This design comes from an exercise in tuning for small area, a short achievable clock period and few clock cycles per item on the open sky130 flow, not from production work.
The RTL was checked by simulation tests, not by an equivalence proof against the original design.
Power figures rest on the tool's default switching activity, not on a simulated workload.

[flow/run.sh]
#!/bin/bash
# Standard ORFS layout (standard.sh) with these changes:
#  - synthesis maps the logic with flow/abc.script instead of ORFS's ABC
#    script; everything else in the standard synthesis is unchanged, so the
#    registers and their names are the standard synthesis's;
#  - full adders are not extracted into fa/ha cells, so ABC maps the adder
#    trees itself;
#  - every port gets a plain buf_2 buffer instead of the delay buffer that
#    buffer_ports picks by default; after global placement flow/post_gpl.tcl
#    makes the buffers of ports with slack to spare buf_1, and out_ready's,
#    which drives every register enable and in_ready, buf_4.
# Each tool's full log is in orfs/logs/; make's output is in flow.log.
set -euo pipefail
W=$PWD
cat > "$W/own_synth.tcl" <<EOT
proc abc {args} {
  set i [lsearch -exact \$args -script]
  if {\$i >= 0} { lset args [expr {\$i + 1}] $W/flow/abc.script }
  yosys abc {*}\$args
}
source $W/synth_recipe.tcl
EOT
bash standard.sh "SYNTH_SCRIPT=$W/own_synth.tcl" "ADDER_MAP_FILE=" \
  "BUFFER_PORTS_ARGS=-buffer_cell sky130_fd_sc_hd__buf_2" \
  "POST_GLOBAL_PLACE_TCL=$W/flow/post_gpl.tcl" finish > flow.log 2>&1
[flow/abc.script]
strash
&get -n
&st
&if -g -K 5
&st
&dch
&put
map -D 1100
upsize -D 1100
dnsize -D 1100
[flow/post_gpl.tcl]
# Port buffers, after global placement. buffer_ports gave every port a buf_2.
proc port_buffer {port} {
  set net [get_nets [get_full_name $port]]
  foreach pin [get_pins -of_objects $net] {
    set inst [get_cells -of_objects $pin]
    set cell [get_property [get_lib_cells -of_objects $inst] name]
    if {[string match sky130_fd_sc_hd__buf_* $cell]} { return $inst }
  }
  return ""
}
proc set_port_buffer {ports cell} {
  foreach port [get_ports $ports] {
    set inst [port_buffer $port]
    if {$inst ne ""} {
      puts "post_gpl: [get_full_name $port]: [get_full_name $inst] -> $cell"
      replace_cell $inst $cell
    }
  }
}
# The outputs driven straight from registers, and the inputs that only feed
# out_valid's register, have slack to spare: the smallest buffer will do.
set_port_buffer {out_data[*] out_valid rst in_valid} sky130_fd_sc_hd__buf_1
# out_ready drives every register's enable and, through in_ready's buffer,
# the in_ready port: a stronger buffer shortens the out_ready-to-in_ready path.
set_port_buffer {out_ready} sky130_fd_sc_hd__buf_4
[standard.sh]
#!/bin/bash
# synth_recipe.tcl (not shown) runs the flow's synth.tcl, then flattens the netlist and writes it again
# the make line also repeats each setting of config.mk as NAME=value (left out here)
make -C /OpenROAD-flow-scripts/flow DESIGN_CONFIG=/design/flow/config.mk WORK_HOME=/design/flow/orfs CLKGATE_MAP_FILE= SYNTH_SCRIPT=/design/flow/synth_recipe.tcl "${@:-finish}"
[config.mk]
export PLATFORM = sky130hd
export DESIGN_NAME = top
export DESIGN_NICKNAME = top
export VERILOG_FILES = /design/flow/design.v
export SDC_FILE = /design/flow/constraint.sdc
export NUM_CORES = 4
export LEC_CHECK = 0
export CAP_MARGIN = 20
export CORE_MARGIN = 2
export CORE_UTILIZATION = 40
export SLEW_MARGIN = 20
[constraint.sdc]
create_clock -name core_clock -period 3.5 [get_ports {clk}]
set_input_delay 0.7000 -clock core_clock [delete_from_list [all_inputs] [get_ports {clk}]]
set_output_delay 0.7000 -clock core_clock [all_outputs]
set_load 0.01 [all_outputs]
[design.v]
`default_nettype none
module top #(
    parameter WIDTH = 4
) (
    input wire clk,
    input wire rst,
    input wire               in_valid,
    input wire [WIDTH*4-1:0] in_data,
    output wire              in_ready,
    output reg               out_valid,
    output reg [WIDTH*4-1:0] out_data,
    input wire               out_ready
);
    wire [3:0] a0 = in_data[3:0];
    wire [3:0] b0 = in_data[7:4];
    wire [3:0] a1 = in_data[11:8];
    wire [3:0] b1 = in_data[15:12];
    wire [7:0] p0, p1;
    wire m0_pp00 = a0[0] & b0[0];
    wire m0_pp01 = a0[0] & b0[1];
    wire m0_pp02 = a0[0] & b0[2];
    wire m0_pp03 = a0[0] & b0[3];
    wire m0_pp10 = a0[1] & b0[0];
    wire m0_pp11 = a0[1] & b0[1];
    wire m0_pp12 = a0[1] & b0[2];
    wire m0_pp13 = a0[1] & b0[3];
    wire m0_pp20 = a0[2] & b0[0];
    wire m0_pp21 = a0[2] & b0[1];
    wire m0_pp22 = a0[2] & b0[2];
    wire m0_pp23 = a0[2] & b0[3];
    wire m0_pp30 = a0[3] & b0[0];
    wire m0_pp31 = a0[3] & b0[1];
    wire m0_pp32 = a0[3] & b0[2];
    wire m0_pp33 = a0[3] & b0[3];
    wire m0_hs0 = m0_pp03 ^ m0_pp12;
    wire m0_hc0 = m0_pp03 & m0_pp12;
    wire m0_hs1 = m0_pp13 ^ m0_pp22;
    wire m0_hc1 = m0_pp13 & m0_pp22;
    wire m0_hs2 = m0_pp02 ^ m0_pp11;
    wire m0_hc2 = m0_pp02 & m0_pp11;
    wire m0_fs3 = m0_hs0 ^ m0_pp21 ^ m0_pp30;
    wire m0_fc3 = (m0_hs0 & m0_pp21) | (m0_hs0 & m0_pp30) | (m0_pp21 & m0_pp30);
    wire m0_fs4 = m0_hc0 ^ m0_hs1 ^ m0_pp31;
    wire m0_fc4 = (m0_hc0 & m0_hs1) | (m0_hc0 & m0_pp31) | (m0_hs1 & m0_pp31);
    wire m0_fs5 = m0_hc1 ^ m0_pp23 ^ m0_pp32;
    wire m0_fc5 = (m0_hc1 & m0_pp23) | (m0_hc1 & m0_pp32) | (m0_pp23 & m0_pp32);
    wire [7:0] m0_ra = {1'b0, m0_fc5, m0_fc4, m0_fc3, m0_hc2, m0_hs2, m0_pp01, m0_pp00};
    wire [7:0] m0_rb = {1'b0, m0_pp33, m0_fs5, m0_fs4, m0_fs3, m0_pp20, m0_pp10, 1'b0};
    wire [8:0] m0_c;
    assign m0_c[0] = 1'b0;
    assign p0[0] = m0_ra[0] ^ m0_rb[0] ^ m0_c[0];
    assign m0_c[1] = (m0_ra[0] & m0_rb[0]) | (m0_ra[0] & m0_c[0]) | (m0_rb[0] & m0_c[0]);
    assign p0[1] = m0_ra[1] ^ m0_rb[1] ^ m0_c[1];
    assign m0_c[2] = (m0_ra[1] & m0_rb[1]) | (m0_ra[1] & m0_c[1]) | (m0_rb[1] & m0_c[1]);
    assign p0[2] = m0_ra[2] ^ m0_rb[2] ^ m0_c[2];
    assign m0_c[3] = (m0_ra[2] & m0_rb[2]) | (m0_ra[2] & m0_c[2]) | (m0_rb[2] & m0_c[2]);
    assign p0[3] = m0_ra[3] ^ m0_rb[3] ^ m0_c[3];
    assign m0_c[4] = (m0_ra[3] & m0_rb[3]) | (m0_ra[3] & m0_c[3]) | (m0_rb[3] & m0_c[3]);
    assign p0[4] = m0_ra[4] ^ m0_rb[4] ^ m0_c[4];
    assign m0_c[5] = (m0_ra[4] & m0_rb[4]) | (m0_ra[4] & m0_c[4]) | (m0_rb[4] & m0_c[4]);
    assign p0[5] = m0_ra[5] ^ m0_rb[5] ^ m0_c[5];
    assign m0_c[6] = (m0_ra[5] & m0_rb[5]) | (m0_ra[5] & m0_c[5]) | (m0_rb[5] & m0_c[5]);
    assign p0[6] = m0_ra[6] ^ m0_rb[6] ^ m0_c[6];
    assign m0_c[7] = (m0_ra[6] & m0_rb[6]) | (m0_ra[6] & m0_c[6]) | (m0_rb[6] & m0_c[6]);
    assign p0[7] = m0_ra[7] ^ m0_rb[7] ^ m0_c[7];
    assign m0_c[8] = (m0_ra[7] & m0_rb[7]) | (m0_ra[7] & m0_c[7]) | (m0_rb[7] & m0_c[7]);
    wire m1_pp00 = a1[0] & b1[0];
    wire m1_pp01 = a1[0] & b1[1];
    wire m1_pp02 = a1[0] & b1[2];
    wire m1_pp03 = a1[0] & b1[3];
    wire m1_pp10 = a1[1] & b1[0];
    wire m1_pp11 = a1[1] & b1[1];
    wire m1_pp12 = a1[1] & b1[2];
    wire m1_pp13 = a1[1] & b1[3];
    wire m1_pp20 = a1[2] & b1[0];
    wire m1_pp21 = a1[2] & b1[1];
    wire m1_pp22 = a1[2] & b1[2];
    wire m1_pp23 = a1[2] & b1[3];
    wire m1_pp30 = a1[3] & b1[0];
    wire m1_pp31 = a1[3] & b1[1];
    wire m1_pp32 = a1[3] & b1[2];
    wire m1_pp33 = a1[3] & b1[3];
    wire m1_hs0 = m1_pp03 ^ m1_pp12;
    wire m1_hc0 = m1_pp03 & m1_pp12;
    wire m1_hs1 = m1_pp13 ^ m1_pp22;
    wire m1_hc1 = m1_pp13 & m1_pp22;
    wire m1_hs2 = m1_pp02 ^ m1_pp11;
    wire m1_hc2 = m1_pp02 & m1_pp11;
    wire m1_fs3 = m1_hs0 ^ m1_pp21 ^ m1_pp30;
    wire m1_fc3 = (m1_hs0 & m1_pp21) | (m1_hs0 & m1_pp30) | (m1_pp21 & m1_pp30);
    wire m1_fs4 = m1_hc0 ^ m1_hs1 ^ m1_pp31;
    wire m1_fc4 = (m1_hc0 & m1_hs1) | (m1_hc0 & m1_pp31) | (m1_hs1 & m1_pp31);
    wire m1_fs5 = m1_hc1 ^ m1_pp23 ^ m1_pp32;
    wire m1_fc5 = (m1_hc1 & m1_pp23) | (m1_hc1 & m1_pp32) | (m1_pp23 & m1_pp32);
    wire [7:0] m1_ra = {1'b0, m1_fc5, m1_fc4, m1_fc3, m1_hc2, m1_hs2, m1_pp01, m1_pp00};
    wire [7:0] m1_rb = {1'b0, m1_pp33, m1_fs5, m1_fs4, m1_fs3, m1_pp20, m1_pp10, 1'b0};
    wire [8:0] m1_c;
    assign m1_c[0] = 1'b0;
    assign p1[0] = m1_ra[0] ^ m1_rb[0] ^ m1_c[0];
    assign m1_c[1] = (m1_ra[0] & m1_rb[0]) | (m1_ra[0] & m1_c[0]) | (m1_rb[0] & m1_c[0]);
    assign p1[1] = m1_ra[1] ^ m1_rb[1] ^ m1_c[1];
    assign m1_c[2] = (m1_ra[1] & m1_rb[1]) | (m1_ra[1] & m1_c[1]) | (m1_rb[1] & m1_c[1]);
    assign p1[2] = m1_ra[2] ^ m1_rb[2] ^ m1_c[2];
    assign m1_c[3] = (m1_ra[2] & m1_rb[2]) | (m1_ra[2] & m1_c[2]) | (m1_rb[2] & m1_c[2]);
    assign p1[3] = m1_ra[3] ^ m1_rb[3] ^ m1_c[3];
    assign m1_c[4] = (m1_ra[3] & m1_rb[3]) | (m1_ra[3] & m1_c[3]) | (m1_rb[3] & m1_c[3]);
    assign p1[4] = m1_ra[4] ^ m1_rb[4] ^ m1_c[4];
    assign m1_c[5] = (m1_ra[4] & m1_rb[4]) | (m1_ra[4] & m1_c[4]) | (m1_rb[4] & m1_c[4]);
    assign p1[5] = m1_ra[5] ^ m1_rb[5] ^ m1_c[5];
    assign m1_c[6] = (m1_ra[5] & m1_rb[5]) | (m1_ra[5] & m1_c[5]) | (m1_rb[5] & m1_c[5]);
    assign p1[6] = m1_ra[6] ^ m1_rb[6] ^ m1_c[6];
    assign m1_c[7] = (m1_ra[6] & m1_rb[6]) | (m1_ra[6] & m1_c[6]) | (m1_rb[6] & m1_c[6]);
    assign p1[7] = m1_ra[7] ^ m1_rb[7] ^ m1_c[7];
    assign m1_c[8] = (m1_ra[7] & m1_rb[7]) | (m1_ra[7] & m1_c[7]) | (m1_rb[7] & m1_c[7]);
    assign in_ready = out_ready;
    always @(posedge clk) begin
        if (rst) begin
            out_valid <= 1'b0;
        end else if (out_ready) begin
            out_valid <= in_valid;
        end
        if (out_ready) begin
            out_data <= {p1, p0};
        end
    end
endmodule
==> run notes, run 1 <==
- Run status: timing/DRC/antenna clean
- Number of buffers inserted during clock tree synthesis: 3
- Data arrival time of the worst path: ~1900 ps
- Initial standard-cell utilization of the core: between 40% and 50%
- Relative area change from synthesis to final layout: 18.3%
- Category of the worst setup path capture point: flop
- Antenna-violating nets left: 0
- Worst VDD drop: 0.120 mV
- Worst slack, placed: about 1300 ps
- Post-Route Setup TNS: 0 ps
- Post-Syn Instances: ~180
- Relative slew slack: a little over 80%
- Number of antenna violations at the first check in global routing: 0
- Count of input and output buffers: 37
- Hold Path Stages: 2
- Kind of launch point of the worst setup path: input port
- Number of hold buffers added after CTS: 0
- Sink of the worst hold path: out_valid
- Fill cell instance count of the final layout: around 320
- Number of register bits inferred by synthesis: 17
- Cell depth of the worst flop-to-flop path: 2
- Global-route congestion overflow total: 0
- Fmax achieved: between 500 and 600 MHz
- Fraction of registers with async set or reset after synthesis: 0%
- Delay of the slowest critical-path stage: around 190 ps
- Worst flop-to-flop path startpoint: out_valid
- WS Path Type: in2reg
- Biggest area contributors in the synthesized netlist: sky130_fd_sc_hd__edfxtp_1, sky130_fd_sc_hd__nand2_1, sky130_fd_sc_hd__clkinv_1
- Leading post-synthesis cells by instance count: sky130_fd_sc_hd__nand2_1, sky130_fd_sc_hd__clkinv_1, sky130_fd_sc_hd__nor2_1
- Number of failing setup endpoints in the final timing report: 0
- Wire per inst: between 9 and 10 um
- Share of synthesized area occupied by flip-flops and latches: 38.2%
- Critical Path Slowest Stage Cell: sky130_fd_sc_hd__xor2_2
- Kind of cell adding the most delay to the critical path: simple AND/OR/NAND/NOR gates
- Fraction of layout instances using a drive strength above 1: 17.0%
- Vias in the first global route: ~1100
- Type of the worst min-delay path: reg2reg
- Number of flops mapped to enable cells by yosys: 16
- Max-slew violation total from the final report: 0
- Post-synthesis instance area: 0.00131 mm2
- Most frequent cell after synthesis: sky130_fd_sc_hd__nand2_1
- Number of I/O pins: 38
- P_leak: 0.683 nW
- Full die area: between 0.003 and 0.004 mm2
- Total of max-cap violations: 0
- Total nets after synthesis: just over 200
- Slew @ Worst Pin: between 200 and 300 ps
- Initial drt markers: 22
- Number of hold violations in the final report: 0
- Average cell area after synthesis: 7.15 um2
- Row cnt: 20
- Proportion of netlist area held by the largest area contributor: 36.7%
- Share of the clock period used by the worst path after layout: between 50% and 60%
- Core ar.: 0.00308 mm2
- Final worst clock skew: 0 ps
- Cell variety after synth: 23
- Number of instances resized during post-cts repair: 0
- Core Util, Final: roughly half
- Htree depth: 1
- Data required time of the critical path: between 3000 and 4000 ps
- Maximum fanout encountered on the critical timing path: 4
- Aggregate global-route resource usage: approximately 15%
- Most common cell on crit path: sky130_fd_sc_hd__nand2_1
- Clk buf depth: 2
- Vias per std cell: roughly 4.5
- Count of warnings emitted by yosys: 1
- Leading area contributor after synthesis: sky130_fd_sc_hd__edfxtp_1
- ANT cells: 0
- R2R Path End: out_valid
- Detailed Route WL: 2540 um
- Power per Cell Area: ~340 mW/mm2
- TritonCTS clock tree: done
- Area occupied by multi-input gates: slightly below 700 um2
- Pin count of the biggest net entering global routing: 19
- Synth Flop Type: sky130_fd_sc_hd__edfxtp_1
- Clock sinks: 17
- Post-route minimum period: 1870 ps
- Cell Chain, Critical Path: buf_2, nand2_1, clkinv_1, nand2_1, nand2_2, xor2_2, nand2_1, o2111ai_2, nand3_2, nand2_1, o21ai_1, nand2_1
- Reg clk slew, reported paths: roughly 90 ps
- Detailed-router iteration count before antenna repair: 6
- Global-route wire length before repair: 4360 um
- Source-to-sink clock delay at the later pin of the worst-skew pair: ~280 ps
- Die width: just over 60 um
- Total number of nets in the final design: around 240
- Library cell used as clock root buffer: sky130_fd_sc_hd__clkbuf_4
- Buffers inserted during post-CTS setup optimization: 0
- DPL Wire Length: 2160 um
- Vertical die dimension: roughly 60 um
- Reg2reg setup slack: a little under 3000 ps
- Post-route worst hold slack: about 500 ps
- Register Area: around 500 um2
- Worst path bufs/invs: 2
- Setup repair after global routing missed its margin: no
- Fin worst setup slack: between 1500 and 2000 ps
- DR DRC count: 0
- Vias: roughly 1200
- Origin of the worst min-delay path: out_valid
worst register-to-register path, stage by stage (launching register included):
cell and delay [ps]:
sky130_fd_sc_hd__dfxtp_1 320, sky130_fd_sc_hd__mux2i_1 120, sky130_fd_sc_hd__nor2_1 50
layout by cell type, fill, tap and decap left out, drive strengths merged:
master,instances
nand2,70
buf,37
clkinv,23
nor2,18
edfxtp,16
nand3,12
xor2,10
a21oi,8
inv,6
o21ai,6
xnor2,4
clkbuf,3
or2,3
o2111ai,2
a31oi,2
a21o,1
mux2i,1
dfxtp,1
cell families after synthesis:
logic type             share of synthesized area [%]
multiplexers                                   0.765
flip-flops                                      38.2
AND/OR/NAND/NOR                                 32.4
buffers and inverters                           8.60
AO/OA/AOI/OAI                                   9.46
XOR/XNOR                                        10.5
final cells by class:
type                            instances  share of cell area (%)
Inverter                               28                    6.79
Clock inverter                          1                   0.323
Clock buffer                            3                    1.46
Sequential cell                        17                    32.3
Tap cell                               44                    3.56
Timing Repair Buffer                   37                    10.6
Multi-Input combinational cell        137                    44.9
state kept, by name, summed over array words and instances (netlist names):
name,count
out_data,16
out_valid,1
where the power goes:
| part | switching [W] | internal [W] |
|---|---|---|
| registers | 0.00000591 | 0.000255 |
| logic | 0.000105 | 0.0000619 |
| clock network | 0.0000619 | 0.0000424 |
per-layer routing:
layer / track usage, % / share of wire (%) / up-vias
met3: 1.47 / 3.1 / 2
met1: 17.6 / 45 / 527
met5: 0 / 0 / -
met4: 5.59 / 1.1 / 0
li1: - / - / 663
met2: 29.0 / 50 / 18
through the flow:
stage          cell area [um2]  cells  power (W)
2_1_floorplan             1310    183   0.000380
3_3_place_gp              1540    263   0.000437
3_5_place_dp              1520    263   0.000434
4_1_cts                   1550    267   0.000542
5_1_grt                   1550    267   0.000574
6_report                  1550    267   0.000531
worst max-delay path by stage:
stage,startpoint,endpoint,slack [ps],cells past startpoint
after floorplan,in_data[15],out_data[14],1590,11
after global placement,in_data[9],out_data[14],1340,12
after detailed placement,in_data[9],out_data[14],1320,12
after CTS,in_data[9],out_data[14],1630,12
after global routing,in_data[9],out_data[14],1410,12
final,in_data[0],out_data[6],1630,12
Testbench counts, summed over its fixed seeds: cycles 3,208, items 3,200.
==> inputs of run 2 (changes only) <==
--- a/flow/run.sh
+++ b/flow/run.sh
@@ -6,3 +6,4 @@
 #  - full adders are not extracted into fa/ha cells, so ABC maps the adder
-#    trees itself;
+#    trees itself, and ABC sizes the logic for inputs driven by buf_2, the
+#    port buffer used below;
 #  - every port gets a plain buf_2 buffer instead of the delay buffer that
@@ -23,2 +24,3 @@
 bash standard.sh "SYNTH_SCRIPT=$W/own_synth.tcl" "ADDER_MAP_FILE=" \
+  "ABC_DRIVER_CELL=sky130_fd_sc_hd__buf_2" \
   "BUFFER_PORTS_ARGS=-buffer_cell sky130_fd_sc_hd__buf_2" \
==> flow/abc.script (replaced) <==
strash
&get -n
&st
&if -g -K 5
&st
&dch
&put
map -D 1000
buffer -p
upsize -D 1000
dnsize -D 1000
==> run 2 against run 1 <==
Global-route usage fell by 0.081 points. Largest power group unchanged. Utilization is 0.53 points lower. Hold slack improved by 18 ps. Count of clock-buffer cells in the layout is 1 higher. Synthesized cell count fell by 1.6%. Flip-flop and latch count unchanged. Register-to-register slack got worse by 20 ps. Largest cell class unchanged. Combinational power is 8% lower. Routed wire length down 3.2%. Sequential power about the same.
==> run notes, run 2 <==
- Average cell area after synthesis: 7.05 um2
- Cell Count Post-Placement: 260
- Most frequent cell after synthesis: sky130_fd_sc_hd__nand2_1
- Power per Cell Area: 343 mW/mm2
- Cell depth of the worst flop-to-flop path: 2
- Count of input and output buffers: 37
- Total number of nets in the final design: around 240
- TritonCTS clock tree: done
- Post-Route Setup TNS: 0 ps
- Count of warnings emitted by yosys: 1
- Type of the worst min-delay path: reg2reg
- Vias per std cell: between 4 and 5
- Final worst clock skew: 0 ps
- Source-to-sink clock delay at the later pin of the worst-skew pair: about 280 ps
- Total of max-cap violations: 0
- Data required time of the critical path: approximately 3600 ps
- Post-Syn Instances: 180
- Initial drt markers: 32
- Number of register bits inferred by synthesis: 17
- Register Area: 500 um2
- Proportion of netlist area held by the largest area contributor: 37.9%
- Vias: between 1000 and 1500
- Die width: roughly 60 um
- Fill cell instance count of the final layout: approximately 320
- Aggregate global-route resource usage: between 10% and 20%
- Cell variety after synth: 21
- P_leak: 0.724 nW
- Relative area change from synthesis to final layout: 18.7%
- Slew @ Worst Pin: approximately 310 ps
- Row cnt: 20
- Number of flip-flops under the largest register name: 16
- Biggest area contributors in the synthesized netlist: sky130_fd_sc_hd__edfxtp_1, sky130_fd_sc_hd__nand2_1, sky130_fd_sc_hd__nor2_1
- Detailed Route WL: approximately 2500 um
- Antenna-violating nets left: 0
- Reg2reg setup slack: 2900 ps
- Number of hold buffers added after CTS: 0
- Number of instances resized during post-cts repair: 0
- Leading area contributor after synthesis: sky130_fd_sc_hd__edfxtp_1
- Area occupied by multi-input gates: 682 um2
- Clock sinks: 17
- Origin of the worst min-delay path: out_valid
- Global-route wire length before repair: ~4300 um
- Number of flops mapped to enable cells by yosys: 16
- Library cell used as clock root buffer: sky130_fd_sc_hd__clkbuf_4
- Largest regs: out_data: 16 flops, out_valid: 1 flops
- Initial standard-cell utilization of the core: a little over two fifths
- Clk buf depth: 2
- Data arrival time of the worst path: approximately 1900 ps
- Post-synthesis instance area: between 0.001 and 0.0015 mm2
- Number of buffers inserted during clock tree synthesis: 3
- Number of hold violations in the final report: 0
- Detailed-router iteration count before antenna repair: 4
- Reg clk slew, reported paths: 110 ps
- Maximum fanout encountered on the critical timing path: 5
- Global-route congestion overflow total: 0
- Fraction of layout instances using a drive strength above 1: approximately a tenth
- Number of failing setup endpoints in the final timing report: 0
- Fraction of registers with async set or reset after synthesis: 0%
- Leading post-synthesis cells by instance count: sky130_fd_sc_hd__nand2_1, sky130_fd_sc_hd__nor2_1, sky130_fd_sc_hd__inv_1
- ANT cells: 0
- Post-route minimum period: approximately 1900 ps
- Relative slew slack: between 70% and 80%
- Vertical die dimension: 60.3 um
- Vias in the first global route: 1068
- WS Path Type: in2reg
- Run status: timing/DRC/antenna clean
- Most common cell after layout, fill and taps aside: sky130_fd_sc_hd__nand2_1
- Full die area: about 0.0036 mm2
- Pin count of the biggest net entering global routing: 19
- Register name with the most flops: out_data
- Max-slew violation total from the final report: 0
- Share of synthesized area occupied by flip-flops and latches: around two fifths
- Setup repair after global routing missed its margin: no
- Wire per inst: 9.30 um
- Number of standard cells in the layout, taps in and fillers out: 264
- Fmax achieved: 534 MHz
- Sink of the worst hold path: out_valid
- Total nets after synthesis: 200
- Number of I/O pins: 38
- Kind of launch point of the worst setup path: input port
- Number of antenna violations at the first check in global routing: 0
- Category of the worst setup path capture point: flop
- Share of the clock period used by the worst path after layout: a little over half
- R2R Path End: out_valid
- Worst flop-to-flop path startpoint: out_valid
- Most frequent cells in the layout: sky130_fd_sc_hd__nand2_1, sky130_fd_sc_hd__nor2_1, sky130_fd_sc_hd__inv_1
- Htree depth: 1
- DR DRC count: 0
- DPL Wire Length: approximately 2000 um
- Synth Flop Type: sky130_fd_sc_hd__edfxtp_1
- Core ar.: slightly above 0.003 mm2
- Worst VDD drop: ~0.15 mV
- Post-route worst hold slack: ~530 ps
- Buffers inserted during post-CTS setup optimization: 0
- Hold Path Stages: 2
## run 2: cell count changes after synthesis, sizes merged, moves of 4 or more
cell    change
nand2       -5
a22oi       +5
inv        +15
nor2        +4
clkinv     -22
xor2        -6
## run 2: cell type report
cell class | count | area share [%]
clock buffers | 4 | 1.74
inverters | 21 | 5.23
multi-input cells | 141 | 45.3
flip-flops and latches | 17 | 33.2
well taps | 44 | 3.65
repair buffers | 37 | 10.9
## run 2: worst max-delay path by stage
| stage | start | end | slack (ps) | cells past startpoint |
|---|---|---|---|---|
| finish | in_data[9] | out_data[14] | 1630 | 12 |
| detailed placement | in_data[9] | out_data[14] | 1310 | 12 |
| floorplan | in_data[14] | out_data[14] | 1640 | 11 |
| global placement | in_data[9] | out_data[14] | 1340 | 12 |
| global route | in_data[9] | out_data[14] | 1420 | 12 |
| CTS | in_data[9] | out_data[14] | 1630 | 12 |
## run 2: per-layer routing
metal	global-route usage, %	part of all wire, %	vias to the layer above
met5	0	0	-
met4	5.71	1.2	0
met3	2.16	5.1	2
met2	25.2	43	32
met1	20.2	51	548
li1	-	-	672
## run 2: kinds of logic after synthesis
logic type,synth area share (%)
simple gates,34.4
mux,0.789
flops,39.4
xor+xnor,6.90
buf+inv,6.81
compound gates,11.6
## run 2: worst max-delay path: stages
cell	delay, ps
sky130_fd_sc_hd__buf_2	130
sky130_fd_sc_hd__nand2_1	130
sky130_fd_sc_hd__nand2_1	60
sky130_fd_sc_hd__o21ai_1	140
sky130_fd_sc_hd__inv_1	70
sky130_fd_sc_hd__nand2_1	90
sky130_fd_sc_hd__nand2_1	70
sky130_fd_sc_hd__nand2_1	100
sky130_fd_sc_hd__nand4_1	120
sky130_fd_sc_hd__nand3_1	140
sky130_fd_sc_hd__o2bb2ai_1	120
sky130_fd_sc_hd__nand2_1	60
## run 2: power by group
part / leakage, nW / switching, W / internal [W] / total [W]
Clock: 0.0150 / 0.0000602 / 0.0000442 / 0.000104
Sequential: 0.164 / 0.00000588 / 0.000253 / 0.000259
Combinational: 0.546 / 0.0000937 / 0.0000588 / 0.000153
Total: 0.724 / 0.000160 / 0.000356 / 0.000516
## run 2: per-stage QoR
stage | total power (W) | instance area, um2 | util, % | setup WS, ps
floorplan | 0.000366 | 1270 | - | 1640
global placement | 0.000420 | 1500 | 49.6 | 1340
detailed placement | 0.000417 | 1480 | 48.9 | 1310
CTS | 0.000523 | 1510 | 49.8 | 1630
global route | 0.000556 | 1510 | 49.8 | 1420
finish | 0.000516 | 1510 | 49.8 | 1630
==> inputs of run 3 (changes only) <==
==> flow/abc.script (replaced) <==
strash
&get -n
&st
&if -g -K 5
&st
&dch
&put
map -D 1000
upsize -D 1000
dnsize -D 1000
==> run 3 against run 2 <==
Still clean. Setup slack improved by 38 ps. Non-clock buffer count stayed put. Routed wire length decreased by 3.3%. Area after synthesis increased by 1.1%. Largest cell class unchanged.
==> run notes, run 3 <==
- Number of flip-flops under the largest register name: 16
- Initial drt markers: 33
- DPL Wire Length: between 1500 and 2000 um
- P_leak: approximately 0.67 nW
- Category of the worst setup path capture point: flop
- Post-synthesis instance area: 0.00128 mm2
- Number of I/O pins: 38
- Leading area contributor after synthesis: sky130_fd_sc_hd__edfxtp_1
- Cell Chain, Critical Path: buf_2, and2_1, nand3_1, clkinv_1, nand2_1, nand2_1, nand2_1, nand4_1, nand3_1, o2bb2ai_1, nand2_1
- Share of the clock period used by the worst path after layout: a little over half
- TritonCTS clock tree: done
- Wire per inst: between 8 and 9 um
- Pin count of the biggest net entering global routing: 19
- Type of the worst min-delay path: reg2reg
- Post-route worst hold slack: ~500 ps
- Initial standard-cell utilization of the core: between 40% and 50%
- Reg clk slew, reported paths: roughly 90 ps
- Switching share of total power: a little over 30%
- Switching power: around 0.00016 W
- Most frequent cell after synthesis: sky130_fd_sc_hd__nand2_1
- Fin worst setup slack: roughly 1700 ps
- Reg2reg setup slack: ~2900 ps
- Maximum fanout encountered on the critical timing path: 4
- Worst slack, placed: approximately 1300 ps
- Register Area: roughly 500 um2
- Synth Flop Type: sky130_fd_sc_hd__edfxtp_1
- Vias: around 1200
- Fill cell instance count of the final layout: 324
- Cell internal pwr: about 0.00036 W
- Proportion of netlist area held by the largest area contributor: a little under two fifths
- Relative slew slack: between 80% and 90%
- Detailed-router iteration count before antenna repair: 4
- Fraction of layout instances using a drive strength above 1: between 10% and 20%
- Combinational Power Share: around 30%
- Most common cell after layout, fill and taps aside: sky130_fd_sc_hd__nand2_1
- WS Path Type: in2reg
- Vias in the first global route: approximately 1100
- Number of flops mapped to enable cells by yosys: 16
- Number of register bits inferred by synthesis: 17
- Average cell area after synthesis: 7.12 um2
- Biggest area contributors in the synthesized netlist: sky130_fd_sc_hd__edfxtp_1, sky130_fd_sc_hd__nand2_1, sky130_fd_sc_hd__nor2_1
- Total number of nets in the final design: between 200 and 250
- Most frequent cells in the layout: sky130_fd_sc_hd__nand2_1, sky130_fd_sc_hd__nor2_1, sky130_fd_sc_hd__buf_1
- Core Util, Final: around 50%
- Run status: timing/DRC/antenna clean
- Final design instance area without fill: 0.00152 mm2
- Share of synthesized area occupied by flip-flops and latches: 39.0%
- Aggregate global-route resource usage: between 10% and 20%
- Post-route minimum period: between 1500 and 2000 ps
- Power per Cell Area: 340 mW/mm2
- Max-slew violation total from the final report: 0
- Crit. path cell count: 11
- Number of failing setup endpoints in the final timing report: 0
- Final worst clock skew: 0 ps
- ANT cells: 0
- Post-Route Setup TNS: 0 ps
- Slew @ Worst Pin: 263 ps
- Startpoint of the worst setup timing path: in_data[4]
- Leading post-synthesis cells by instance count: sky130_fd_sc_hd__nand2_1, sky130_fd_sc_hd__nor2_1, sky130_fd_sc_hd__clkinv_1
- Relative area change from synthesis to final layout: 18.6%
- Register name with the most flops: out_data
- Cell depth of the worst flop-to-flop path: 2
- Library cell used as clock root buffer: sky130_fd_sc_hd__clkbuf_4
- Kind of launch point of the worst setup path: input port
- Worst flop-to-flop path startpoint: out_valid
- Origin of the worst min-delay path: out_valid
- Data arrival time of the worst path: around 1900 ps
- Hold Path Stages: 2
- Detailed Route WL: 2380 um
- Kind of cell adding the most delay to the critical path: simple AND/OR/NAND/NOR gates
- Number of antenna violations at the first check in global routing: 0
- Setup repair after global routing missed its margin: no
- Number of instances resized during post-cts repair: 0
- Post-Place Cell Area: approximately 0.0015 mm2
- Area occupied by multi-input gates: 696 um2
- Worst path bufs/invs: 2
- Data required time of the critical path: 3550 ps
- Clock sinks: 17
- Number of buffers inserted during clock tree synthesis: 3
- Share of power burned in the clock network: just under 20%
- Vias per std cell: 4.61
- Total of max-cap violations: 0
- Vertical die dimension: roughly 61 um
- Proportion of power drawn by flip-flops and latches: about 50%
- Cell variety after synth: 25
- Full die area: 0.00368 mm2
- Most common cell on crit path: sky130_fd_sc_hd__nand2_1
- Largest regs: out_data: 16 flops, out_valid: 1 flops
- Core ar.: between 0.003 and 0.004 mm2
- Number of hold violations in the final report: 0
- Antenna-violating nets left: 0
- Row cnt: 20
- Critical Path Slowest Stage Cell: sky130_fd_sc_hd__and2_1
- Count of warnings emitted by yosys: 1
- Fraction of registers with async set or reset after synthesis: 0%
- Total nets after synthesis: 200
- Delay of the slowest critical-path stage: ~170 ps
- Clk buf depth: 2
- Source-to-sink clock delay at the later pin of the worst-skew pair: ~290 ps
- DR DRC count: 0
- Fmax achieved: 545 MHz
- Count of input and output buffers: 37
- Global-route congestion overflow total: 0
- Buffers inserted during post-CTS setup optimization: 0
- Global-route wire length before repair: a little over 4000 um
- Post-Syn Instances: between 150 and 200
- Number of hold buffers added after CTS: 0
- Worst VDD drop: 0.188 mV
- Die width: 60.6 um
- Htree depth: 1
run 3: cell families (layout without fill, tap and decap cells):
kind of cell	after synthesis	count (layout)	share of synthesized area, %
buffers and inverters	22	62	6.73
multiplexers	1	1	0.781
AO/OA/AOI/OAI	23	23	11.8
AND/OR/NAND/NOR	107	107	34.8
XOR/XNOR	10	10	6.83
flip-flops	17	17	39.0
run 3: final cells by class:
cell class | count | share of cell area, %
Timing Repair Buffer | 37 | 10.8
Multi-Input combinational cell | 141 | 45.7
Clock inverter | 1 | 0.329
Tap cell | 44 | 3.62
Sequential cell | 17 | 32.9
Clock buffer | 3 | 1.48
Inverter | 21 | 5.18
run 3: final timing paths:
check | endpoint
worst max-delay path | out_data[6]
worst min-delay path | out_valid
worst max register to register | out_valid
worst min register to register | out_valid
run 3: routing by layer:
layer | track usage, % | wire length [um]
met1 | 18.9 | 1210
met2 | 23.7 | 1010
met3 | 5.76 | 142
met4 | 2.17 | 8
met5 | 0 | 0
run 3: power groups by stage:
stage               sequential, W  clock (W)  combinational, W
detailed placement       0.000263          0          0.000156
global route             0.000262   0.000113          0.000180
global placement         0.000263          0          0.000161
finish                   0.000259   0.000102          0.000156
floorplan                0.000278          0         0.0000905
CTS                      0.000259   0.000107          0.000157
run 3: through the flow:
stage	cells	power, W
CTS	264	0.000524
finish	264	0.000517
floorplan	180	0.000369
detailed placement	260	0.000420
global placement	260	0.000424
global route	264	0.000554
run 3: worst register-to-register path: stages (launching register included):
cell and delay (ps):
sky130_fd_sc_hd__dfxtp_1 320, sky130_fd_sc_hd__mux2i_1 120, sky130_fd_sc_hd__nor2_1 50
==> inputs of run 4 (changes only) <==
--- a/config.mk
+++ b/config.mk
@@ -10,2 +10,3 @@
 export CORE_UTILIZATION = 40
+export PLACE_DENSITY = 0.8
 export SLEW_MARGIN = 20
==> run 4 against run 3 <==
Area after synthesis stayed put. Sequential share of layout area hardly changed. Maximum frequency is 0.46% higher. Global-route usage is 0.34 points lower. Still clean. Register-to-register slack hardly changed. Via count is 1.2% higher. Routed wire length is 1.8% higher. Critical endpoint unchanged. Count of clock-buffer cells in the layout is 1 higher. Non-clock buffer count stayed put. Critical path type unchanged. Critical path depth stayed put. Hold slack better by 5.3 ps.
==> run notes, run 4 <==
- Kind of launch point of the worst setup path: input port
- Number of hold violations in the final report: 0
- Relative slew slack: between 80% and 90%
- Startpoint of the worst setup timing path: in_data[4]
- TritonCTS clock tree: done
- Total nets after synthesis: 200
- Library cell used as clock root buffer: sky130_fd_sc_hd__clkbuf_4
- Largest regs: out_data: 16 flops, out_valid: 1 flops
- Buffers inserted during post-CTS setup optimization: 0
- Vertical die dimension: between 60 and 70 um
- Delay of the slowest critical-path stage: around 170 ps
- Type of the worst min-delay path: reg2reg
- Core ar.: a little over 0.003 mm2
- Total Power: 0.000518 W
- Slew @ Worst Pin: around 270 ps
- Power per Cell Area: approximately 340 mW/mm2
- Count of input and output buffers: 37
- Category of the worst setup path capture point: flop
- Post-Place Cell Area: roughly 0.0015 mm2
- GR Util met2: 22.1%
- ANT cells: 0
- Register name with the most flops: out_data
- Proportion of netlist area held by the largest area contributor: between 30% and 40%
- Xor/xnor share of the synthesized area: under 10%
- P_leak: between 0.6 and 0.7 nW
- Wire per inst: between 9 and 10 um
- Fill cell instance count of the final layout: between 300 and 400
- Area share of fa/ha/maj cells after synthesis: 0%
- Multiplexer fraction of the synthesized cell area: less than 1%
- Number of instances resized during post-cts repair: 0
- Final worst clock skew: 0 ps
- WS Path Type: in2reg
- Biggest area contributors in the synthesized netlist: sky130_fd_sc_hd__edfxtp_1, sky130_fd_sc_hd__nand2_1, sky130_fd_sc_hd__nor2_1
- Share of synthesized area occupied by flip-flops and latches: between 30% and 40%
- Post-route minimum period: ~1800 ps
- Area share of and/or/nand/nor cells after synthesis: a little over a third
- Met3 demand-to-capacity share in global routing: between 1.5 and 2%
- Number of register bits inferred by synthesis: 17
- Vias: approximately 1200
- DR DRC count: 0
- Met1 layer usage reported by global route: ~21%
- Setup repair after global routing missed its margin: no
- Global-route wire length before repair: around 4000 um
- Pin count of the biggest net entering global routing: 19
- Initial drt markers: 30
- Final design instance area without fill: around 0.0015 mm2
- Htree depth: 1
- DPL Wire Length: around 2000 um
- Grt peak-use layer: met2
- Number of buffers inserted during clock tree synthesis: 3
- Post-synthesis instance area: about 0.0013 mm2
- Main combinational cell family by area after synthesis: simple AND/OR/NAND/NOR gates
- Worst flop-to-flop path startpoint: out_valid
- Synth Flop Type: sky130_fd_sc_hd__edfxtp_1
- Synth Area in Compound Gates: 11.8%
- Fraction of registers with async set or reset after synthesis: 0%
- Most common cell after layout, fill and taps aside: sky130_fd_sc_hd__nand2_1
- Initial standard-cell utilization of the core: 42.0%
- Full die area: between 0.003 and 0.004 mm2
- Number of flops mapped to enable cells by yosys: 16
- Global-route congestion overflow total: 0
- Max-slew violation total from the final report: 0
- Antenna-violating nets left: 0
- Detailed Route WL: ~2400 um
- Total number of nets in the final design: ~240
- Share of the clock period used by the worst path after layout: 52.2%
- Fraction of layout instances using a drive strength above 1: a little over an eighth
- Fmax achieved: ~550 MHz
- Vias in the first global route: ~1000
- Number of I/O pins: 38
- Origin of the worst min-delay path: out_valid
- Data required time of the critical path: about 3500 ps
- Vias per std cell: approximately 4.7
- Cell Chain, Critical Path: buf_2, and2_1, nand3_1, clkinv_1, nand2_1, nand2_1, nand2_1, nand4_1, nand3_1, o2bb2ai_1, nand2_1
- Post-Route Setup TNS: 0 ps
- Critical Path Slowest Stage Cell: sky130_fd_sc_hd__and2_1
- Total of max-cap violations: 0
- Most frequent cell after synthesis: sky130_fd_sc_hd__nand2_1
- Aggregate global-route resource usage: 14.2%
- Average cell area after synthesis: around 7.1 um2
- Most common cell on crit path: sky130_fd_sc_hd__nand2_1
- Worst VDD drop: around 0.16 mV
- Core Util, Final: 49.8%
- Leading post-synthesis cells by instance count: sky130_fd_sc_hd__nand2_1, sky130_fd_sc_hd__nor2_1, sky130_fd_sc_hd__clkinv_1
- Die width: 60.6 um
- Relative area change from synthesis to final layout: 18.5%
- Source-to-sink clock delay at the later pin of the worst-skew pair: roughly 270 ps
- Leading area contributor after synthesis: sky130_fd_sc_hd__edfxtp_1
- Number of failing setup endpoints in the final timing report: 0
- Number of hold buffers added after CTS: 0
- Data arrival time of the worst path: ~1900 ps
- Detailed-router iteration count before antenna repair: 4
- Clk buf depth: 2
- Maximum fanout encountered on the critical timing path: 4
- Run status: timing/DRC/antenna clean
- Most frequent cells in the layout: sky130_fd_sc_hd__nand2_1, sky130_fd_sc_hd__nor2_1, sky130_fd_sc_hd__buf_1
- Count of warnings emitted by yosys: 1
- Clock sinks: 17
- Reg clk slew, reported paths: about 90 ps
- Post-Syn Instances: 180
- Number of antenna violations at the first check in global routing: 0
- Row cnt: 20
- Cell variety after synth: 25
- Number of flip-flops under the largest register name: 16
==> run 4: final timing paths <==
path,cells past startpoint,slack [ps],to
worst min-delay path,2,520,out_valid
worst min register to register,2,520,out_valid
worst max-delay path,11,1670,out_data[6]
worst max register to register,2,2910,out_valid
==> run 4: per-stage QoR <==
stage | hold slack (ps) | std cells | worst slack [ps]
5_1_grt | 551 | 264 | 1500
4_1_cts | 523 | 264 | 1680
3_3_place_gp | 476 | 260 | 1400
6_report | 515 | 264 | 1670
3_5_place_dp | 499 | 260 | 1380
2_1_floorplan | 528 | 180 | 1640
==> run 4: layout make-up <==
| type | instances | area, um2 | area share, % |
|---|---|---|---|
| inverter | 21 | 78.8 | 5.19 |
| sequential | 17 | 500 | 32.9 |
| clock buffer | 4 | 26.3 | 1.73 |
| tap | 44 | 55.1 | 3.62 |
| multi-input combinational | 141 | 696 | 45.8 |
| timing repair buffer | 37 | 164 | 10.8 |
==> run 4: layer usage <==
| layer | wire length [um] | vias up |
|---|---|---|
| met2 | 1010 | 32 |
| met4 | 25 | 0 |
| met3 | 122 | 2 |
| met5 | 0 | - |
| li1 | - | 676 |
| met1 | 1260 | 523 |
==> run 4: cells by family after synthesis <==
logic type	after synthesis
multiplexers	1
flip-flops	17
AO/OA/AOI/OAI	23
buffers and inverters	22
AND/OR/NAND/NOR	107
XOR/XNOR	10
==> run 4: critical path: cells and delay by family <==
family          cells  cell delay (ps)
buf+inv             2              200
simple gates        8              850
compound gates      1              120
==> run 4: power by group <==
group	switching (W)	internal [W]	leakage (nW)	total [W]
combinational	0.0000967	0.0000597	0.486	0.000156
clock	0.0000579	0.0000441	0.0150	0.000102
sequential	0.00000596	0.000253	0.164	0.000259
==> inputs of run 5 (changes only) <==
--- a/config.mk
+++ b/config.mk
@@ -10,3 +10,3 @@
 export CORE_UTILIZATION = 40
-export PLACE_DENSITY = 0.8
+export PLACE_DENSITY = 0.5
 export SLEW_MARGIN = 20
==> run 5 against run 4 <==
Non-clock buffer count did not move. Routed wire length rose by 5.0%. Setup slack got worse by 5.7 ps. Maximum frequency fell by 0.31%. Area after synthesis did not move. Utilization did not move. Critical endpoint unchanged.
==> run notes, run 5 <==
- Number of buffers inserted during clock tree synthesis: 3
- Post-synthesis instance area: ~0.0013 mm2
- Clk buf depth: 2
- Register name with the most flops: out_data
- TritonCTS clock tree: done
- Detailed-router iteration count before antenna repair: 4
- Initial drt markers: 47
- Wire per inst: slightly below 10 um
- Fill cell instance count of the final layout: ~320
- Relative slew slack: about 82%
- Most common cell after layout, fill and taps aside: sky130_fd_sc_hd__nand2_1
- Row cnt: 20
- Switching share of total power: about a third
- Worst flop-to-flop path startpoint: out_valid
- Core ar.: a little over 0.003 mm2
- Global-route wire length before repair: approximately 4200 um
- Htree depth: 1
- DR DRC count: 0
- Leading post-synthesis cells by instance count: sky130_fd_sc_hd__nand2_1, sky130_fd_sc_hd__nor2_1, sky130_fd_sc_hd__clkinv_1
- Largest regs: out_data: 16 flops, out_valid: 1 flops
- Global-route congestion overflow total: 0
- Data arrival time of the worst path: roughly 1900 ps
- Run status: timing/DRC/antenna clean
- Power per Cell Area: 343 mW/mm2
- Vertical die dimension: approximately 61 um
- Most frequent cell after synthesis: sky130_fd_sc_hd__nand2_1
- Core Util, Final: approximately half
- Final worst clock skew: 0 ps
- Fmax achieved: between 500 and 600 MHz
- Share of synthesized area occupied by flip-flops and latches: around two fifths
- Pin count of the biggest net entering global routing: 19
- Synth Flop Type: sky130_fd_sc_hd__edfxtp_1
- Crit. path cell count: 12
- Cell variety after synth: 25
- Cell internal pwr: between 0.0003 and 0.0004 W
- Cell Chain, Critical Path: buf_2, nand2_1, clkinv_1, nor2_1, clkinv_1, nand2_1, nand2_1, nand3_1, nand4_1, nand3_1, o2bb2ai_1, nand2_1
- Total of max-cap violations: 0
- Post-Syn Instances: 180
- Most frequent cells in the layout: sky130_fd_sc_hd__nand2_1, sky130_fd_sc_hd__nor2_1, sky130_fd_sc_hd__buf_1
- Vias in the first global route: approximately 1000
- Total Power: 0.000521 W
- Data required time of the critical path: around 3600 ps
- Initial standard-cell utilization of the core: approximately 42%
- Total nets after synthesis: 200
- Max-slew violation total from the final report: 0
- Number of standard cells in the layout, taps in and fillers out: about 260
- Buffers inserted during post-CTS setup optimization: 0
- Vias per std cell: approximately 4.7
- Relative area change from synthesis to final layout: 18.5%
- Number of hold violations in the final report: 0
- Cell Count Post-Placement: 260
- DPL Wire Length: 2060 um
- Number of I/O pins: 38
- Number of instances resized during post-cts repair: 0
- Maximum fanout encountered on the critical timing path: 6
- Number of flops mapped to enable cells by yosys: 16
- Worst VDD drop: 0.158 mV
- Total number of nets in the final design: 241
- Average cell area after synthesis: between 7 and 8 um2
- Number of register bits inferred by synthesis: 17
- Biggest area contributors in the synthesized netlist: sky130_fd_sc_hd__edfxtp_1, sky130_fd_sc_hd__nand2_1, sky130_fd_sc_hd__nor2_1
- Full die area: around 0.0037 mm2
- Clock sinks: 17
- Number of hold buffers added after CTS: 0
- Cell depth of the worst flop-to-flop path: 2
- Combinational Power Share: 30.0%
- Proportion of power drawn by flip-flops and latches: approximately 50%
- Reg clk slew, reported paths: ~100 ps
- WS Path Type: in2reg
- Source-to-sink clock delay at the later pin of the worst-skew pair: about 280 ps
- Detailed Route WL: 2540 um
- Post-route worst hold slack: about 510 ps
- Reg2reg setup slack: a little under 3000 ps
- ANT cells: 0
- Aggregate global-route resource usage: approximately 15%
- Category of the worst setup path capture point: flop
- Leading area contributor after synthesis: sky130_fd_sc_hd__edfxtp_1
- Capturing element of the worst setup path: out_data[6]
- Fraction of registers with async set or reset after synthesis: 0%
- Share of power burned in the clock network: 20.2%
- R2R Path End: out_valid
- Startpoint of the worst setup timing path: in_data[5]
- Vias: around 1200
- Count of warnings emitted by yosys: 1
- Die width: around 60 um
- Critical Path Slowest Stage Cell: sky130_fd_sc_hd__nor2_1
- Post-Route Setup TNS: 0 ps
- Number of failing setup endpoints in the final timing report: 0
- Antenna-violating nets left: 0
- Post-route minimum period: ~1800 ps
- Area occupied by multi-input gates: 696 um2
- Most common cell on crit path: sky130_fd_sc_hd__nand2_1
- Kind of cell adding the most delay to the critical path: simple AND/OR/NAND/NOR gates
- Count of input and output buffers: 37
- Worst path bufs/invs: 3
- Type of the worst min-delay path: reg2reg
- Delay of the slowest critical-path stage: around 160 ps
- Number of antenna violations at the first check in global routing: 0
- P_leak: about 0.66 nW
- Library cell used as clock root buffer: sky130_fd_sc_hd__clkbuf_4
- Switching power: around 0.00016 W
- Slew @ Worst Pin: roughly 270 ps
- Register Area: about 500 um2
- Kind of launch point of the worst setup path: input port
- Proportion of netlist area held by the largest area contributor: between 30% and 40%
- Fraction of layout instances using a drive strength above 1: a little over an eighth
- Setup repair after global routing missed its margin: no
- Number of flip-flops under the largest register name: 16
- Share of the clock period used by the worst path after layout: 52.3%
==> run 5: power by group through the flow <==
stage               Combinational [W]  Sequential, W  Clock (W)
floorplan                   0.0000905       0.000278          0
global placement             0.000161       0.000264          0
finish                       0.000156       0.000260   0.000105
CTS                          0.000158       0.000260   0.000111
detailed placement           0.000157       0.000264          0
global route                 0.000179       0.000263   0.000117
==> run 5: how the worst min path moves through the flow <==
stage,start,endpoint,slack (ps),cells past startpoint
after floorplan,out_valid,out_valid,530,2
after global placement,out_valid,out_valid,470,2
after detailed placement,out_valid,out_valid,490,2
after CTS,out_valid,out_valid,520,2
after global routing,out_valid,out_valid,560,2
final,out_valid,out_valid,510,2
==> run 5: layout make-up <==
cell class	count	area share, %
clock buffers	4	1.73
inverters	21	5.19
multi-input cells	141	45.8
flip-flops and latches	17	32.9
well taps	44	3.62
repair buffers	37	10.8
==> run 5: through the flow <==
| stage | area (um2) | worst slack, ps |
|---|---|---|
| after CTS | 1520 | 1670 |
| after global routing | 1520 | 1480 |
| after global placement | 1520 | 1370 |
| final | 1520 | 1670 |
| after floorplan | 1280 | 1640 |
| after detailed placement | 1490 | 1350 |
==> run 5: logic make-up after synthesis <==
kind of cell,synth area share (%)
DFF,39.0
muxes,0.781
buffers and inverters,6.73
and+or+nand+nor,34.8
xor gates and xnor gates,6.83
AOI/OAI and AO/OA,11.8
==> run 5: routing by layer <==
layer | routed length (um) | vias to the layer above | global-route usage (%)
li1 | - | 680 | -
met3 | 131 | 2 | 2.77
met5 | 0 | - | 0
met4 | 14 | 0 | 4.66
met2 | 1070 | 37 | 23.3
met1 | 1320 | 524 | 22.3
==> run 5: worst min-delay path: cells and delay by family (launching register included) <==
kind          cells  cell delay [ps]
flops             1              340
simple gates      1               80
mux               1               60
==> inputs of run 6 (changes only) <==
==> flow/abc.script (replaced) <==
strash
&get -n
&st
&if -g -K 5
&st
&dch -f
&put
map -D 1050
upsize -D 1050
dnsize -D 1050
--- a/config.mk
+++ b/config.mk
@@ -10,3 +10,2 @@
 export CORE_UTILIZATION = 40
-export PLACE_DENSITY = 0.5
 export SLEW_MARGIN = 20
==> run 6 against run 5 <==
Sequential share of layout area up 1.2 points. Hold slack better by 13 ps. Critical path depth up 2. Sequential power about the same. Final cell count down 5.3%. Setup slack worse by 61 ps. Largest cell class unchanged. Largest power group unchanged. Highest routed layer is now met3.
==> run notes, run 6 <==
- Run status: timing/DRC/antenna clean
- Post-Syn Instances: 177
- Vertical die dimension: approximately 60 um
- Number of instances resized during post-cts repair: 0
- Number of hold buffers added after CTS: 0
- Synth Flop Type: sky130_fd_sc_hd__edfxtp_1
- Row cnt: 20
- Proportion of netlist area held by the largest area contributor: between 30% and 40%
- Vias in the first global route: around 1000
- DR DRC count: 0
- Kind of launch point of the worst setup path: input port
- Reg clk slew, reported paths: around 100 ps
- Largest regs: out_data: 16 flops, out_valid: 1 flops
- Detailed-router iteration count before antenna repair: 4
- Relative slew slack: 81.7%
- Maximum fanout encountered on the critical timing path: 4
- Post-Route Setup TNS: 0 ps
- Count of input and output buffers: 37
- Buffers inserted during post-CTS setup optimization: 0
- Setup repair after global routing missed its margin: no
- Total nets after synthesis: 197
- Capturing element of the worst setup path: out_data[6]
- Leading post-synthesis cells by instance count: sky130_fd_sc_hd__nand2_1, sky130_fd_sc_hd__nor2_1, sky130_fd_sc_hd__edfxtp_1
- Share of power burned in the clock network: about a fifth
- TritonCTS clock tree: done
- Post-route worst hold slack: between 500 and 600 ps
- Number of register bits inferred by synthesis: 17
- Pin count of the biggest net entering global routing: 19
- Switching power: roughly 0.00016 W
- Source-to-sink clock delay at the later pin of the worst-skew pair: around 270 ps
- Max-slew violation total from the final report: 0
- P_leak: 0.691 nW
- Number of antenna violations at the first check in global routing: 0
- Origin of the worst min-delay path: out_valid
- Initial drt markers: 41
- Number of flops mapped to enable cells by yosys: 16
- Share of the clock period used by the worst path after layout: 54.1%
- Full die area: around 0.0036 mm2
- Die width: roughly 60 um
- Final worst clock skew: 0 ps
- Fraction of layout instances using a drive strength above 1: a little over a tenth
- Core ar.: roughly 0.0030 mm2
- Slew @ Worst Pin: approximately 280 ps
- Number of flip-flops under the largest register name: 16
- Total of max-cap violations: 0
- Data required time of the critical path: 3550 ps
- Proportion of power drawn by flip-flops and latches: between 50% and 60%
- Most common cell after layout, fill and taps aside: sky130_fd_sc_hd__nand2_1
- R2R Path End: out_valid
- Initial standard-cell utilization of the core: about two fifths
- WS Path Type: in2reg
- Fraction of registers with async set or reset after synthesis: 0%
- Post-route minimum period: around 1900 ps
- Total Power: 0.000514 W
- Cell depth of the worst flop-to-flop path: 2
- Most frequent cells in the layout: sky130_fd_sc_hd__nand2_1, sky130_fd_sc_hd__nor2_1, sky130_fd_sc_hd__buf_1
- Data arrival time of the worst path: 1940 ps
- ANT cells: 0
- Category of the worst setup path capture point: flop
- Cell variety after synth: 19
- DPL Wire Length: 1950 um
- Aggregate global-route resource usage: between 10 and 15%
- Number of buffers inserted during clock tree synthesis: 3
- Average cell area after synthesis: 7.03 um2
- Power per Cell Area: ~350 mW/mm2
- Global-route congestion overflow total: 0
- Reg2reg setup slack: 2900 ps
- Type of the worst min-delay path: reg2reg
- Htree depth: 1
- Vias: between 1000 and 1500
- Leading area contributor after synthesis: sky130_fd_sc_hd__edfxtp_1
- Biggest area contributors in the synthesized netlist: sky130_fd_sc_hd__edfxtp_1, sky130_fd_sc_hd__nand2_1, sky130_fd_sc_hd__nor2_1
- Post-synthesis instance area: between 0.001 and 0.0015 mm2
- Startpoint of the worst setup timing path: in_data[7]
- Clock sinks: 17
- Cell internal pwr: between 0.0003 and 0.0004 W
- Worst VDD drop: approximately 0.18 mV
- Switching share of total power: 30.8%
- Fmax achieved: 528 MHz
- Combinational Power Share: between 20 and 30%
- Share of synthesized area occupied by flip-flops and latches: about two fifths
- Number of failing setup endpoints in the final timing report: 0
- Most frequent cell after synthesis: sky130_fd_sc_hd__nand2_1
- Number of hold violations in the final report: 0
- Number of I/O pins: 38
- Clk buf depth: 2
- Register name with the most flops: out_data
- Antenna-violating nets left: 0
- Library cell used as clock root buffer: sky130_fd_sc_hd__clkbuf_4
- Wire per inst: about 9.4 um
- Total number of nets in the final design: around 240
- Count of warnings emitted by yosys: 1
- Worst flop-to-flop path startpoint: out_valid
- Vias per std cell: 4.78
- Relative area change from synthesis to final layout: 18.0%
- Global-route wire length before repair: 4060 um
- Detailed Route WL: 2350 um
[run 6: changes by cell type in the layout (fill, tap and decap cells not counted), moves of 3 or more]
cell                       change
sky130_fd_sc_hd__o211ai_1      +4
sky130_fd_sc_hd__clkinv_1      -5
sky130_fd_sc_hd__nand2_1      +20
sky130_fd_sc_hd__a22oi_1       -3
sky130_fd_sc_hd__nand2_2       -3
sky130_fd_sc_hd__nor2_1        -3
sky130_fd_sc_hd__a21oi_1       -4
[run 6: critical path: stages]
cell                       delay, ps
sky130_fd_sc_hd__buf_2           110
sky130_fd_sc_hd__nand2_1          70
sky130_fd_sc_hd__nor2_1          180
sky130_fd_sc_hd__inv_2            70
sky130_fd_sc_hd__nand2_1          70
sky130_fd_sc_hd__nand3_1          90
sky130_fd_sc_hd__o211ai_1        130
sky130_fd_sc_hd__nand2_1         100
sky130_fd_sc_hd__nand3_1          80
sky130_fd_sc_hd__nand2_1          70
sky130_fd_sc_hd__nand2_1         110
sky130_fd_sc_hd__nand2_1          60
sky130_fd_sc_hd__nand2_1          50
sky130_fd_sc_hd__nand2_1          40
[run 6: cells by family (layout without fill, tap and decap cells)]
logic type	count (synthesis)	in the layout	share of synthesized area, %
flops	17	17	40.2
simple gates	117	117	37.2
buf+inv	15	55	4.83
xor+xnor	12	12	8.45
mux	1	1	0.805
compound gates	15	15	8.45
[run 6: how the worst min path moves through the flow]
stage | end | cells after the start
floorplan | out_valid | 2
global placement | out_valid | 2
detailed placement | out_valid | 2
CTS | out_valid | 2
global route | out_valid | 2
finish | out_valid | 2
[run 6: final cells by class]
| type | instances | area [um2] |
|---|---|---|
| Fill cell | 311 | 1540 |
| Multi-Input combinational cell | 145 | 683 |
| Sequential cell | 17 | 500 |
| Timing Repair Buffer | 37 | 164 |
| Inverter | 14 | 52.6 |
| Tap cell | 33 | 41.3 |
| Clock buffer | 4 | 26.3 |
[run 6: metal layers]
| metal | vias up | wire (um) | global-route usage, % |
|---|---|---|---|
| li1 | 664 | - | - |
| met1 | 498 | 1170 | 19.0 |
| met2 | 34 | 1010 | 23.9 |
| met3 | 0 | 173 | 4.55 |
| met4 | 0 | 0 | 0.952 |
| met5 | - | 0 | 0 |
[run 6: stage by stage]
| stage | instance area (um2) | utilization [%] | setup WS (ps) | cells |
|---|---|---|---|---|
| final | 1470 | 48.9 | 1610 | 250 |
| after global routing | 1470 | 48.9 | 1360 | 250 |
| after CTS | 1470 | 48.9 | 1620 | 250 |
| after detailed placement | 1440 | 48.0 | 1310 | 246 |
| after global placement | 1460 | 48.7 | 1340 | 246 |
| after floorplan | 1240 | - | 1610 | 177 |
[run 6: power groups by stage]
stage / Clock (W) / Combinational (W) / Sequential, W
after floorplan: 0 / 0.0000885 / 0.000279
after global placement: 0 / 0.000158 / 0.000264
after detailed placement: 0 / 0.000153 / 0.000265
after CTS: 0.000107 / 0.000154 / 0.000260
after global routing: 0.000115 / 0.000175 / 0.000262
final: 0.000101 / 0.000153 / 0.000260
==> inputs of run 7 (changes only) <==
--- a/flow/run.sh
+++ b/flow/run.sh
@@ -26,2 +26,3 @@
   "BUFFER_PORTS_ARGS=-buffer_cell sky130_fd_sc_hd__buf_2" \
-  "POST_GLOBAL_PLACE_TCL=$W/flow/post_gpl.tcl" finish > flow.log 2>&1
+  "POST_GLOBAL_PLACE_TCL=$W/flow/post_gpl.tcl" \
+  "SETUP_SLACK_MARGIN=1.68" "SETUP_MOVE_SEQUENCE=sizeup,swap" finish > flow.log 2>&1
==> flow/abc.script (replaced) <==
strash
&get -n
&st
&if -g -K 5
&st
&dch
&put
map -D 1000
upsize -D 1000
dnsize -D 1000
==> run 7 against run 6 <==
Still clean on timing, DRC and antenna. Area after synthesis is 3.1% higher. Register-to-register slack hardly changed. Setup slack better by 110 ps. Die area is 2.9% higher. Critical path depth is 4 lower.
==> run notes, run 7 <==
- Average cell area after synthesis: roughly 7.1 um2
- Number of hold buffers added after CTS: 0
- Setup repair after global routing missed its margin: yes
- Cell variety after synth: 25
- Most common cell after layout, fill and taps aside: sky130_fd_sc_hd__nand2_1
- Cell depth of the worst flop-to-flop path: 2
- Core ar.: about 0.0031 mm2
- Leading post-synthesis cells by instance count: sky130_fd_sc_hd__nand2_1, sky130_fd_sc_hd__nor2_1, sky130_fd_sc_hd__clkinv_1
- Number of flops mapped to enable cells by yosys: 16
- Detailed Route WL: ~2900 um
- Total of max-cap violations: 0
- Share of the clock period used by the worst path after layout: between 50% and 60%
- Library cell used as clock root buffer: sky130_fd_sc_hd__clkbuf_4
- Vias: between 1000 and 1500
- Hold Path Stages: 2
- Total nets after synthesis: 200
- Count of warnings emitted by yosys: 1
- TritonCTS clock tree: done
- Wire per inst: 11.1 um
- Fraction of layout instances using a drive strength above 1: about 45%
- Detailed-router iteration count before antenna repair: 4
- Relative slew slack: roughly 78%
- Final worst clock skew: 0 ps
- Register Area: between 500 and 600 um2
- Global-route wire length before repair: 4640 um
- Largest regs: out_data: 16 flops, out_valid: 1 flops
- Number of register bits inferred by synthesis: 17
- Max-slew violation total from the final report: 0
- Row cnt: 20
- Worst VDD drop: approximately 0.16 mV
- ANT cells: 0
- Vias in the first global route: about 1100
- WS Path Type: in2reg
- P_leak: between 0.7 and 0.8 nW
- Htree depth: 1
- Vias per std cell: 4.89
- Fill cell instance count of the final layout: between 200 and 300
- Post-route worst hold slack: 520 ps
- Buffers inserted during post-CTS setup optimization: 0
- Relative area change from synthesis to final layout: 50.2%
- Category of the worst setup path capture point: flop
- Post-Route Setup TNS: 0 ps
- Most frequent cell after synthesis: sky130_fd_sc_hd__nand2_1
- Total number of nets in the final design: about 240
- Clk buf depth: 2
- Maximum fanout encountered on the critical timing path: 6
- Pin count of the biggest net entering global routing: 19
- Antenna-violating nets left: 0
- Most frequent cells in the layout: sky130_fd_sc_hd__nand2_1, sky130_fd_sc_hd__nand2_2, sky130_fd_sc_hd__buf_1
- Leading area contributor after synthesis: sky130_fd_sc_hd__edfxtp_1
- Biggest area contributors in the synthesized netlist: sky130_fd_sc_hd__edfxtp_1, sky130_fd_sc_hd__nand2_1, sky130_fd_sc_hd__nor2_1
- Proportion of netlist area held by the largest area contributor: a little under two fifths
- Post-route minimum period: 1790 ps
- Full die area: 0.00368 mm2
- Synth Flop Type: sky130_fd_sc_hd__edfxtp_1
- Data arrival time of the worst path: around 1800 ps
- Initial drt markers: 38
- DR DRC count: 0
- Number of hold violations in the final report: 0
- Run status: timing/DRC/antenna clean
- Fmax achieved: approximately 560 MHz
- Number of I/O pins: 38
- Fraction of registers with async set or reset after synthesis: 0%
- Source-to-sink clock delay at the later pin of the worst-skew pair: approximately 280 ps
- Area occupied by multi-input gates: 0.00103 mm2
- Post-Syn Instances: 180
- Kind of launch point of the worst setup path: input port
- Count of input and output buffers: 37
- Number of buffers inserted during clock tree synthesis: 3
- Reg clk slew, reported paths: ~90 ps
- Clock sinks: 17
- Number of flip-flops under the largest register name: 16
- Number of failing setup endpoints in the final timing report: 0
- Type of the worst min-delay path: reg2reg
- Power per Cell Area: roughly 300 mW/mm2
- Data required time of the critical path: between 3000 and 4000 ps
- Aggregate global-route resource usage: between 10% and 20%
- Register name with the most flops: out_data
- DPL Wire Length: approximately 2300 um
- Number of antenna violations at the first check in global routing: 0
- Die width: approximately 61 um
- Vertical die dimension: between 60 and 70 um
- Post-synthesis instance area: roughly 0.0013 mm2
- Initial standard-cell utilization of the core: roughly 42%
- Global-route congestion overflow total: 0
- Slew @ Worst Pin: between 300 and 400 ps
- Share of synthesized area occupied by flip-flops and latches: between 30 and 40%
run 7: layout make-up:
cell class,instances,area share (%)
multi-input combinational,141,53.4
sequential,17,26.0
timing repair buffer,37,11.8
inverter,21,4.55
tap,44,2.86
clock buffer,3,1.17
clock inverter,1,0.260
run 7: cells by family (layout without fill, tap and decap cells):
group | after synthesis | after routing | share of synthesized area [%]
AOI/OAI and AO/OA | 23 | 23 | 11.8
xor gates and xnor gates | 10 | 10 | 6.83
buffers and inverters | 22 | 62 | 6.73
DFF | 17 | 17 | 39.0
muxes | 1 | 1 | 0.781
and+or+nand+nor | 107 | 107 | 34.8
run 7: what timing repair did:
| action | CTS | global route |
|---|---|---|
| endpoints found under the setup margin | 3 | 6 |
| gates resized for setup | 3 | 68 |
| pin swaps | 0 | 21 |
run 7: critical path, cell delays in order:
cell	delay, ps
sky130_fd_sc_hd__buf_6	120
sky130_fd_sc_hd__a22oi_2	260
sky130_fd_sc_hd__nor2_2	90
sky130_fd_sc_hd__nand2_2	80
sky130_fd_sc_hd__nand2_2	70
sky130_fd_sc_hd__nand2_2	70
sky130_fd_sc_hd__nand4_1	140
sky130_fd_sc_hd__nand3_2	130
sky130_fd_sc_hd__o2bb2ai_2	110
sky130_fd_sc_hd__nand2_1	60
run 7: through the flow:
step           instances  setup WS (ps)  total power [W]  utilization, %  cell area (um2)
2_1_floorplan        180           1670         0.000385               -             1480
3_3_place_gp         260           1330         0.000450            56.1             1710
3_5_place_dp         260           1320         0.000449            55.5             1690
4_1_cts              264           1670         0.000557            56.6             1730
5_1_grt              264           1630         0.000615            63.1             1930
6_report             264           1710         0.000577            63.1             1930
run 7: layer usage:
layer  part of all wire (%)  GRT usage (%)
met1                     46           22.4
met3                    3.8           3.20
met5                      0              0
met2                     49           27.5
met4                   0.82           5.59
run 7: power breakdown:
part           switching [W]  internal [W]
Clock              0.0000608     0.0000424
Combinational       0.000129     0.0000843
Sequential        0.00000684      0.000253
Total               0.000197      0.000380
run 7: path summary, 6_finish.rpt:
check             slack [ps]           to       start
setup reg to reg        2900    out_valid   out_valid
setup / recovery        1710  out_data[6]  in_data[2]
hold reg to reg          520    out_valid   out_valid
hold / removal           520    out_valid   out_valid

==> separate check: timing with driven ports <==
The flow's constraints put no driver on any port. The routed layouts listed below were extracted and timed again, unchanged, in two steps.
Step 1: set_driving_cell puts a clkbuf_16 on clk and a buf_2 on each other input, an assumption about the parent block.
Step 2, shift: input delay + t, output delay - t, t = (earliest + latest rising clock arrival at the registers) / 2. This alone moves slack from input paths to output paths.
Slacks: no drivers / after step 1 / after step 2; pairs: no drivers / after step 1.
| run | t, ns | setup slack, ns | worst setup path at the end | latest minus earliest clock arrival (ns) |
|---|---|---|---|---|
| run 1 | 0.303 | 1.631 / 1.631 / 1.328 | input to register | 0.012 / 0.011 |
| run 2 | 0.304 | 1.628 / 1.629 / 1.325 | input to register | 0.015 / 0.014 |
| run 3 | 0.307 | 1.666 / 1.668 / 1.361 | input to register | 0.001 / 0.002 |
| run 4 | 0.298 | 1.674 / 1.670 / 1.379 | input to register | 0.004 / 0.005 |
| run 5 | 0.303 | 1.668 / 1.660 / 1.367 | input to register | 0.006 / 0.006 |
| run 6 | 0.295 | 1.608 / 1.603 / 1.308 | input to register | 0.010 / 0.010 |
| run 7 | 0.307 | 1.714 / 1.704 / 1.397 | input to register | 0.014 / 0.014 |
After both steps setup and hold are still met in every run listed. The setup slack of run 7, which loses most, moves by -0.010 ns with the drivers and by -0.317 ns with both steps.
